This is an optimization exercise on Yosys and OpenROAD, whose aim is small area, a short achievable clock period and few clock cycles per item, not a production implementation.
At most, simulation tests tie the RTL to the original design; equivalence was not proved.

run A:
## RSA_decrypt
module RSA_decrypt #(parameter WIDTH = 8)(
    input                clk,
    input                rst_n,
    input                start,
    input  [2*WIDTH-1:0] c,
    input  [2*WIDTH-1:0] d,
    input  [2*WIDTH-1:0] n,
    output [2*WIDTH-1:0] m_decrypted,
    output reg           finish
);
localparam IDLE  = 3'd0;
localparam NORM  = 3'd1;
localparam STEP  = 3'd2;
localparam CONV  = 3'd3;
localparam SHIFT = 3'd4;
localparam OP_INIT = 2'd0;
localparam OP_SQ   = 2'd1;
localparam OP_MUL  = 2'd2;
localparam OP_FIX  = 2'd3;
reg  [2:0]  state;
reg  [1:0]  op;
reg  [16:0] r;       
reg  [15:0] a;       
reg  [15:0] nn;      
reg  [16:0] dd;      
reg  [3:0]  k;       
reg  [3:0]  j;       
reg         xb;      
reg         lst;     
reg  [18:0] ws, wc;  
reg         pend;    
assign m_decrypted = r[15:0];
wire [4:0]  eg   = ws[18:14] & wc[18:14];
wire [4:0]  ep   = ws[18:14] ^ wc[18:14];
wire [4:0]  ecy;
assign ecy[0] = 1'b0;
assign ecy[1] = eg[0];
assign ecy[2] = eg[1] | (ep[1] & eg[0]);
assign ecy[3] = eg[2] | (ep[2] & eg[1]) | (ep[2] & ep[1] & eg[0]);
  ...
Size: roughly 940 cells after synthesis, ~120 flip-flops.
clock: 5.5 ns
lec_check: 0
abc_area: 1
cap_margin: 0
core_margin: 2
core_utilization: 40
cts_buf_list: sky130_fd_sc_hd__clkbuf_4 sky130_fd_sc_hd__clkbuf_8
setup_slack_margin: 2.2
slew_margin: 0
standard.sh (not shown) runs the stock make flow with config.mk's settings and CLKGATE_MAP_FILE= SYNTH_SCRIPT=/design/flow/synth_recipe.tcl, a recipe that flattens the netlist after the stock synthesis.
==> flow/flow/run.sh <==
#!/bin/bash
set -e
export BUFFER_PORTS_ARGS="-buffer_cell sky130_fd_sc_hd__buf_1"
bash standard.sh > standard.log 2>&1
Run A closes out successfully: all stages finished, all timing, DRC and antenna checks passed.
Testbench counts of run A, summed over its fixed seeds: cycles 4,298, ops 12.
Input changes introduced in run B (baseline for comparison: run A):
- SETUP_SLACK_MARGIN changed from 2.2 to 2.3
- CORE_UTILIZATION changed from 40 to 35
- CAP_MARGIN changed from 0 to 20
- SLEW_MARGIN changed from 0 to 20
- Compared to run A, the routing of run B uses more wire.
- Run B vs run A on multi-input gate area in the final layout: run B is the higher one.
- Run B vs run A, core occupancy in the finished layout went down by 5.6 points.
- Against run A, run B reports a weighted congestion at the end of routability-driven global placement that is lower.
- Looking at global router's overall resource usage, run B sits 2.5 points below run A.
Relative to run B, the following input files were edited for run C:
- changing CORE_UTILIZATION from 35 to 40
- changing SETUP_SLACK_MARGIN from 2.3 to 2.4
Results
Diff run B -> run C: fraction of area in multi-input gates grew by 0.91 points; clock tree buffer count of the final layout held steady; total count of hold-check failures in the final report held steady.
Summary of the comparison: hold slack is higher in run C, relative to run B.
Re sum of met2 wire segment lengths after detailed routing: run B and run C aren't equal, and the lower value belongs to run B.
NOTE die area run B->run C decreased by more than 10%

========
The RTL this note starts from:
==> flow/design.v <==
module RSA_decrypt #(parameter WIDTH = 8)(
    input                clk,
    input                rst_n,
    input                start,
    input  [2*WIDTH-1:0] c,
    input  [2*WIDTH-1:0] d,
    input  [2*WIDTH-1:0] n,
    output [2*WIDTH-1:0] m_decrypted,
    output reg           finish
);
localparam IDLE  = 3'd0;
localparam NORM  = 3'd1;
localparam STEP  = 3'd2;
localparam CONV  = 3'd3;
localparam FIX   = 3'd4;
localparam SHIFT = 3'd5;
localparam OP_INIT = 2'd0;
localparam OP_SQ   = 2'd1;
localparam OP_MUL  = 2'd2;
localparam OP_FIX  = 2'd3;
reg  [2:0]  state;
reg  [1:0]  op;
reg  [16:0] r;       
reg  [15:0] a;       
reg  [15:0] nn;      
reg  [16:0] dd;      
reg  [3:0]  k;       
reg  [3:0]  j;       
reg         xb;      
reg  [17:0] vs, vc;  
assign m_decrypted = r[15:0];
wire [18:0] x1   = {vs, 1'b0};
wire [18:0] x2   = {vc, 1'b0};
wire [18:0] x3   = {{2{r[16]}}, r} & {19{xb}};
wire [18:0] s1   = x1 ^ x2 ^ x3;
wire [18:0] c1   = {(x1[17:0] & x2[17:0]) | (x1[17:0] & x3[17:0]) | (x2[17:0] & x3[17:0]), 1'b0};
wire [4:0]  west = s1[18:14] + c1[18:14];
wire signed [4:0] ws = west;
wire        n14  = nn[14];
wire        qz_e = (west[4:1] == 4'b1111);           
wire        qp_e = !west[4];                         
wire        q2_e = n14 ? ((ws < -5'sd5) || (ws >= 5'sd4)) : ((ws < -5'sd4) || (ws >= 5'sd3));
wire        fixs = (state == FIX);
wire        qz   = fixs ? !r[16] : qz_e;
wire        qp   = fixs ? 1'b0   : qp_e;
wire        q2   = fixs ? 1'b0   : q2_e;
wire [18:0] mag  = q2 ? {2'b00, nn, 1'b0} : {3'b000, nn};
wire [18:0] mm   = qz ? 19'd0 : (qp ? ~mag : mag);
wire [18:0] c1i  = {c1[18:1], qp & !qz};
wire [18:0] s2   = s1 ^ c1i ^ mm;
wire [18:0] c2   = {(s1[17:0] & c1i[17:0]) | (s1[17:0] & mm[17:0]) | (c1i[17:0] & mm[17:0]), 1'b0};
wire [16:0] vsum = vs[16:0] + vc[16:0];
wire        run   = (state == STEP) || (state == FIX);
wire [3:0]  jend  = (op == OP_SQ) ? k : 4'd0;
wire        last  = (j == jend);
wire [3:0]  jn    = j - 4'd1;
wire        xsq   = r[jn];
wire        xmul  = a[jn];
wire        dlast = (dd[15:0] == 16'h8000);
reg  [3:0]  amsb;
integer i;
always @(*) begin
    amsb = 4'd0;
    for (i = 0; i < 16; i = i + 1)
        if (a[i]) amsb = i;
end
wire        tosq  = (state == CONV) && (op != OP_FIX) && !dd[16] && !dlast;
wire        sneg  = tosq & vsum[16];
always @(posedge clk) begin
    vs <= run ? s2[17:0] : ({18{sneg}} & ~{vsum[16], vsum});
    vc <= run ? c2[17:0] : {17'd0, sneg};
end
always @(posedge clk or negedge rst_n) begin
    if (!rst_n) begin
        state  <= IDLE;
        finish <= 1'b0;
    end else begin
        finish <= 1'b0;
        case (state)
        IDLE:  if (start) state <= NORM;
        NORM:  if ((nn[15] | nn[14]) & (dd[16] | dd[15])) state <= STEP;
        STEP:  if (last) state <= CONV;
        FIX:   state <= CONV;
        CONV:  begin
            if (op == OP_FIX) begin
                if (k == 4'd0) begin state <= IDLE; finish <= 1'b1; end
                else state <= SHIFT;
            end else if (!dd[16] && dlast) state <= FIX;
            else state <= STEP;
        end
        SHIFT: if (k == 4'd1) begin state <= IDLE; finish <= 1'b1; end
        default: state <= IDLE;
        endcase
    end
end
always @(posedge clk) begin
    case (state)
    IDLE: if (start) begin
        r  <= {1'b0, c};
        a  <= c;
        nn <= n;
        dd <= {d, 1'b1};
        k  <= 4'd0;
    end
    NORM: begin
        if (!nn[15]) begin
            nn <= {nn[14:0], 1'b0};
            k  <= k + 4'd1;
        end
        if (!dd[16]) dd <= {dd[15:0], 1'b0};
        if ((nn[15] | nn[14]) & (dd[16] | dd[15])) begin
            dd[16] <= 1'b0;
            op     <= OP_INIT;
            j      <= k + {3'b000, !nn[15]};
            xb     <= 1'b1;
        end
    end
    STEP: begin
        j  <= jn;
        xb <= (op == OP_SQ) ? xsq : (op == OP_MUL) ? xmul : 1'b0;
    end
    CONV: begin
        if (op != OP_FIX) begin
            r <= vsum;
            if (dd[16]) begin
                dd[16] <= 1'b0;
                op     <= OP_MUL;
                j      <= amsb;
                xb     <= a[amsb];
            end else if (dlast) begin
                op     <= OP_FIX;
                xb     <= 1'b1;
                j      <= 4'd0;
            end else begin
                dd     <= {dd[15:0], 1'b0};
                op     <= OP_SQ;
                j      <= 4'd15;
                xb     <= vsum[15];
            end
        end else begin
            r <= vsum;
        end
    end
    SHIFT: begin
        r <= {1'b0, r[16:1]};
        k <= k - 4'd1;
    end
    default: ;
    endcase
end
endmodule
clock: 5.5 ns
lec_check: 0
abc_area: 1
cap_margin: 20
core_margin: 2
core_utilization: 40
cts_buf_list: sky130_fd_sc_hd__clkbuf_4 sky130_fd_sc_hd__clkbuf_8
setup_slack_margin: 1.5
slew_margin: 20
run.sh (not shown) runs the stock make flow with config.mk's settings and CLKGATE_MAP_FILE= SYNTH_SCRIPT=/design/flow/synth_recipe.tcl, a recipe that flattens the netlist after the stock synthesis.
Stock flow here: none of the scripts above is used.
Testbench counts at the start, summed over its fixed seeds: cycles 4,286, ops 12.
Change:
==> flow/flow/run.sh (new file) <==
#!/bin/bash
set -e
cp standard.sh standard_copy.sh.txt 2>/dev/null || true
export BUFFER_PORTS_ARGS="-buffer_cell sky130_fd_sc_hd__buf_1"
bash standard.sh > standard.log 2>&1
==> flow/standard.sh (new file) <==
#!/bin/bash
# synth_recipe.tcl (not shown) runs the flow's synth.tcl, then flattens the netlist and writes it again
# the make line also repeats each setting of config.mk as NAME=value (left out here)
make -C /OpenROAD-flow-scripts/flow DESIGN_CONFIG=/design/flow/config.mk WORK_HOME=/design/flow/orfs CLKGATE_MAP_FILE= SYNTH_SCRIPT=/design/flow/synth_recipe.tcl "${@:-finish}"
removed: flow/run.sh
Register-to-register slack degrades by 0.03 ns.
Die area does not change.
Cell area went down by 7.6%.
Worst hold slack loses 0.16 ns.

========
RSA_decrypt, a different RTL version from the one above (not shown whole).
For scale: roughly 970 cells after synthesis, about 68 I/O pins, ~8100 sq um of cells after synthesis.
Design RSA_decrypt, start of the top module:
module RSA_decrypt #(parameter WIDTH = 8)(
    input                clk,
    input                rst_n,
    input                start,
    input  [2*WIDTH-1:0] c,
    input  [2*WIDTH-1:0] d,
    input  [2*WIDTH-1:0] n,
    output [2*WIDTH-1:0] m_decrypted,
    output reg           finish
);
clock: 5.5 ns
lec_check: 0
abc_area: 1
cap_margin: 20
core_margin: 2
core_utilization: 40
cts_buf_list: sky130_fd_sc_hd__clkbuf_4 sky130_fd_sc_hd__clkbuf_8
setup_slack_margin: 1.8
slew_margin: 20
standard.sh (not shown) runs the stock make flow with config.mk's settings and CLKGATE_MAP_FILE= SYNTH_SCRIPT=/design/flow/synth_recipe.tcl, a recipe that flattens the netlist after the stock synthesis.
==> flow/flow/run.sh <==
#!/bin/bash
set -e
export BUFFER_PORTS_ARGS="-buffer_cell sky130_fd_sc_hd__buf_1"
bash standard.sh > standard.log 2>&1
Rerun with:
Settings changed: ABC_AREA 1 to 0, SETUP_SLACK_MARGIN 1.8 to 2.2.
Effect:
- core utilization rises by 2.1 points
- global-route usage falls by 0.16 points
- setup slack gains 0.074 ns
- hold slack stays flat
- non-clock buffer count rises by 21
- clock-buffer cell count falls by 6
- routed wire length rises by 2.3%
No functional check of the RTL was part of any run of this note.

========
Setup of wip/willow:
RSA_decrypt with an RTL version that a note above also has.
Size in the first run: about 940 cells after synthesis, about 120 flip-flops, ~68 I/O pins, about 8000 um^2 of cells after synthesis.
Settings: LEC_CHECK=0, ABC_AREA=1, CAP_MARGIN=20, CORE_MARGIN=2, CORE_UTILIZATION=60, CTS_BUF_LIST=sky130_fd_sc_hd__clkbuf_4 sky130_fd_sc_hd__clkbuf_8, SETUP_SLACK_MARGIN=2.2, SLEW_MARGIN=20; clock period 5.5 ns.
Scripts as last shown in full above: flow/flow/run.sh
Both conditions hold for wip/willow: the flow ran to the end and the final layout passed the timing, design-rule and antenna checks.
Testbench counts of wip/willow, summed over its fixed seeds: cycles 4,298, ops 12.
### wip/willow -> wip/onyx
-- flow/config.mk --
<<< wip/willow, line 9
export CAP_MARGIN = 20
export CORE_MARGIN = 2
export CORE_UTILIZATION = 60
export CTS_BUF_LIST = sky130_fd_sc_hd__clkbuf_4 sky130_fd_sc_hd__clkbuf_8
export SETUP_SLACK_MARGIN = 2.2
>>> wip/onyx, line 9
export CAP_MARGIN = 20
export CORE_MARGIN = 2
export CORE_UTILIZATION = 40
export CTS_BUF_LIST = sky130_fd_sc_hd__clkbuf_4 sky130_fd_sc_hd__clkbuf_8
export SETUP_SLACK_MARGIN = 2.2
[summary]
- In the flow results for wip/willow and wip/onyx, the maximum achievable frequency is larger on wip/onyx.
- Per the comparison of wip/onyx with wip/willow, final routed wirelength across all metal layers went up 0.36%, aggregate global-route resource usage went down 9.4 points, total length of routed met2 wires went down about 4.4%, routing usage on met1 went down 11 points.
- Per the comparison of wip/onyx with wip/willow, final net count stayed essentially flat; area growth from synthesis to layout rose by 0.68 points.
Input-level comparison between wip/quartz and wip/onyx:
==> flow/config.mk <==
export PLATFORM = sky130hd
export DESIGN_NAME = RSA_decrypt
export DESIGN_NICKNAME = RSA_decrypt
export VERILOG_FILES = /design/flow/design.v
export SDC_FILE = /design/flow/constraint.sdc
export NUM_CORES = 4
export LEC_CHECK = 0
export ABC_AREA = 0
export CAP_MARGIN = 20
export CORE_MARGIN = 2
export CORE_UTILIZATION = 40
export CTS_BUF_LIST = sky130_fd_sc_hd__clkbuf_4 sky130_fd_sc_hd__clkbuf_8
export SETUP_SLACK_MARGIN = 2.3
export SLEW_MARGIN = 20
--- outcome ---
- Going from wip/onyx to wip/quartz, non-clock buffer count rose by 30%, worst setup slack fell by 0.23 ns.
- sky130_fd_sc_hd__fa_2 as the cell at the slowest stage of the critical path was reported by wip/quartz, and sky130_fd_sc_hd__fa_1 by wip/onyx.
The inputs of wip/juniper differ from those of wip/quartz as listed below.
-- flow/config.mk --
<<< wip/quartz, line 11
export CORE_UTILIZATION = 40
export CTS_BUF_LIST = sky130_fd_sc_hd__clkbuf_4 sky130_fd_sc_hd__clkbuf_8
export SETUP_SLACK_MARGIN = 2.3
export SLEW_MARGIN = 20
>>> wip/juniper, line 11
export CORE_UTILIZATION = 40
export CTS_BUF_LIST = sky130_fd_sc_hd__clkbuf_4 sky130_fd_sc_hd__clkbuf_8
export SETUP_SLACK_MARGIN = 2.5
export SLEW_MARGIN = 20
Findings:
wip/quartz → wip/juniper: worst hold slack saw an increase.
Changes observed in wip/juniper relative to wip/quartz: share of post-route cells with drive strength above 1 went up 2.4 points; via count held; sequential cell count of the final layout held; post-layout net count went up about 0.3%.
Diff wip/quartz -> wip/juniper: post-layout minimum cycle time lower, sequential share of layout area lower.
| final instance area | wip/juniper vs wip/quartz | worse |
The run with more setup slack is wip/juniper; wip/quartz has less.

========
RSA_decrypt, a different RTL version from the one above (not shown whole).
For scale: ~68 I/O pins.
export LEC_CHECK = 0
export ABC_AREA = 1
export CAP_MARGIN = 20
export CORE_MARGIN = 2
export CORE_UTILIZATION = 40
export SLEW_MARGIN = 20
create_clock -name core_clock -period 5.5 [get_ports {clk}]
run.sh (not shown) runs the stock make flow with config.mk's settings and CLKGATE_MAP_FILE= SYNTH_SCRIPT=/design/flow/synth_recipe.tcl, a recipe that flattens the netlist after the stock synthesis.
Stock flow here: none of the scripts above is used.
Rerun with:
Settings changed: SETUP_SLACK_MARGIN set to 1.5.
Global-route usage rose by 0.43 points.
Setup slack is better by 0.44 ns.
Cell count increases by 2.1%.
Via count rose by 3.1%.
Critical path depth climbs by 2.
First-iteration DRC count is higher by 4.9%.
Synthesized area is unchanged.
No functional check of the RTL was part of any run of this note.

========
== old ==
RSA_decrypt with an RTL version that a note above also has.
For scale: about 120 flip-flops.
Design RSA_decrypt, start of the top module:
module RSA_decrypt #(parameter WIDTH = 8)(
    input                clk,
    input                rst_n,
    input                start,
    input  [2*WIDTH-1:0] c,
    input  [2*WIDTH-1:0] d,
    input  [2*WIDTH-1:0] n,
    output [2*WIDTH-1:0] m_decrypted,
    output reg           finish
);
localparam IDLE  = 3'd0;
localparam NORM  = 3'd1;
localparam STEP  = 3'd2;
localparam CONV  = 3'd3;
localparam SHIFT = 3'd4;
localparam OP_INIT = 2'd0;
localparam OP_SQ   = 2'd1;
localparam OP_MUL  = 2'd2;
localparam OP_FIX  = 2'd3;
reg  [2:0]  state;
reg  [1:0]  op;
reg  [16:0] r;       
reg  [15:0] a;       
reg  [15:0] nn;      
reg  [16:0] dd;      
reg  [3:0]  k;       
reg  [3:0]  j;       
reg         xb;      
reg         lst;     
reg  [18:0] ws, wc;  
reg         pend;    
assign m_decrypted = r[15:0];
wire [4:0]  eg   = ws[18:14] & wc[18:14];
wire [4:0]  ep   = ws[18:14] ^ wc[18:14];
wire [4:0]  ecy;
assign ecy[0] = 1'b0;
assign ecy[1] = eg[0];
assign ecy[2] = eg[1] | (ep[1] & eg[0]);
assign ecy[3] = eg[2] | (ep[2] & eg[1]) | (ep[2] & ep[1] & eg[0]);
assign ecy[4] = eg[3] | (ep[3] & eg[2]) | (ep[3] & ep[2] & eg[1]) | (ep[3] & ep[2] & ep[1] & eg[0]);
wire [4:0]  west = ep ^ ecy;
wire signed [4:0] ws5 = west;
wire        n14  = nn[14];
wire        qz_e = (west[4:1] == 4'b1111);           
wire        qp_e = !west[4];                         
wire        q2_e = n14 ? ((ws5 < -5'sd5) || (ws5 >= 5'sd4)) : ((ws5 < -5'sd4) || (ws5 >= 5'sd3));
wire        fixs = (op == OP_FIX);                   
wire        addn  = fixs ? r[16] : (!qz_e && !qp_e && !q2_e);    
wire        add2n = !fixs && !qp_e && q2_e;                      
wire        subn  = !fixs && qp_e && !q2_e;                      
wire        sub2n = !fixs && qp_e && q2_e;                       
wire [18:0] x1   = {ws[17:0], 1'b0};
wire [18:0] x2   = {wc[17:0], 1'b0};
wire [18:0] x3   = {{2{r[16]}}, r} & {19{xb}};
wire [18:0] s1   = x1 ^ x2 ^ x3;
wire [18:0] c1   = {(x1[17:0] & x2[17:0]) | (x1[17:0] & x3[17:0]) | (x2[17:0] & x3[17:0]), 1'b0};
wire [18:0] n2   = {2'b00, nn, 1'b0};
wire [18:0] n4   = {1'b0, nn, 2'b00};
wire [18:0] mm   = ({19{addn}} & n2) | ({19{add2n}} & n4) | ({19{subn}} & ~n2) | ({19{sub2n}} & ~n4);
wire [18:0] c1i  = {c1[18:2], pend, subn | sub2n};    
wire [18:0] p2   = s1 ^ c1i;
wire [18:0] g2   = s1 & c1i;
wire [18:0] o2   = s1 | c1i;
wire [18:0] s2   = p2 ^ mm;
  ...
Settings: LEC_CHECK=0, ABC_AREA=1, CAP_MARGIN=20, CORE_MARGIN=2, CORE_UTILIZATION=40, CTS_BUF_LIST=sky130_fd_sc_hd__clkbuf_4 sky130_fd_sc_hd__clkbuf_8, SETUP_SLACK_MARGIN=2.6, SLEW_MARGIN=20; clock period 5.5 ns.
standard.sh (not shown) runs the stock make flow with config.mk's settings and CLKGATE_MAP_FILE= SYNTH_SCRIPT=/design/flow/synth_recipe.tcl, a recipe that flattens the netlist after the stock synthesis.
Scripts as last shown in full above: flow/flow/run.sh
old ran to completion and came out clean on the timing, design-rule and antenna checks.
diff inputs: old => new
# old
export LEC_CHECK = 0
export ABC_AREA = 1
export CAP_MARGIN = 20
export CORE_MARGIN = 2
export CORE_UTILIZATION = 40
export CTS_BUF_LIST = sky130_fd_sc_hd__clkbuf_4 sky130_fd_sc_hd__clkbuf_8
export SETUP_SLACK_MARGIN = 2.6
export SLEW_MARGIN = 20
create_clock -name core_clock -period 5.5 [get_ports {clk}]
# new
export LEC_CHECK = 0
export ABC_AREA = 1
export CAP_MARGIN = 20
export CORE_MARGIN = 2
export CORE_UTILIZATION = 40
export CTS_BUF_LIST = sky130_fd_sc_hd__clkbuf_4 sky130_fd_sc_hd__clkbuf_8
export SETUP_SLACK_MARGIN = 2.2
export SLEW_MARGIN = 20
create_clock -name core_clock -period 5.5 [get_ports {clk}]
==> run summary <==
- new went all the way through the flow, and no timing, DRC or antenna check failed.
- new -> old: die extent in x flat
- | shortest clock period the worst path allows after layout | new vs old | worse |
- Final cell count on new is down relative to old.
- Min worst setup slack across new and old: new
- Of the two values seen for launching instance or port of the critical path, ws[16]$_DFF_P_ was produced by new and ws[15]$_DFF_P_ by old.
No functional check of the RTL was part of any run of this note.

==> what the ideal ports hide <==
The flow's constraints put no driver on any port. The routed layouts listed below were extracted and timed again, unchanged, in two steps. Step 1 (the two cells are an assumption about what drives the block):
set clk [get_ports {clk}]
set_driving_cell -lib_cell sky130_fd_sc_hd__clkbuf_16 $clk
set_driving_cell -lib_cell sky130_fd_sc_hd__buf_2 [delete_from_list [all_inputs] $clk]
Step 2, shift: input delay + t, output delay - t, t = (earliest + latest rising clock arrival at the registers) / 2. This alone moves slack from input paths to output paths. Slacks: no drivers / after step 1 / after step 2; pairs: no drivers / after step 1.
run | t, ns | setup WS [ns] | hold WS [ns] | worst slew at a driven data input, ns
run A | 0.486 | 2.358 / 2.358 / 2.358 | 0.477 / 0.456 / 0.552 | 0.04
run B | 0.508 | 2.408 / 2.408 / 2.408 | 0.445 / 0.433 / 0.558 | 0.04
run C | 0.489 | 2.327 / 2.327 / 2.327 | 0.476 / 0.461 / 0.563 | 0.03
the first run of note 2 | 0.496 | 1.461 / 1.461 / 1.461 | 0.617 / 0.617 / 0.617 | 0.04
the second run of note 2 | 0.485 | 1.431 / 1.431 / 1.431 | 0.461 / 0.450 / 0.610 | 0.04
the first run of note 3 | 0.487 | 2.143 / 2.143 / 2.143 | 0.478 / 0.460 / 0.565 | 0.03
the second run of note 3 | 0.482 | 2.217 / 2.217 / 2.217 | 0.475 / 0.456 / 0.571 | 0.04
wip/willow | 0.481 | 2.290 / 2.290 / 2.290 | 0.469 / 0.451 / 0.565 | 0.04
wip/onyx | 0.486 | 2.358 / 2.358 / 2.358 | 0.477 / 0.456 / 0.552 | 0.04
wip/quartz | 0.506 | 2.125 / 2.125 / 2.125 | 0.423 / 0.405 / 0.557 | 0.03
wip/juniper | 0.498 | 2.165 / 2.165 / 2.165 | 0.440 / 0.418 / 0.553 | 0.04
the first run of note 5 | 0.459 | 1.036 / 1.036 / 1.036 | 0.610 / 0.610 / 0.610 | 0.04
the second run of note 5 | 0.462 | 1.481 / 1.481 / 1.481 | 0.610 / 0.610 / 0.610 | 0.04
old | 0.497 | 2.409 / 2.409 / 2.409 | 0.469 / 0.446 / 0.561 | 0.04
new | 0.499 | 2.376 / 2.376 / 2.376 | 0.460 / 0.438 / 0.561 | 0.04
After both steps setup and hold are still met in every run listed.
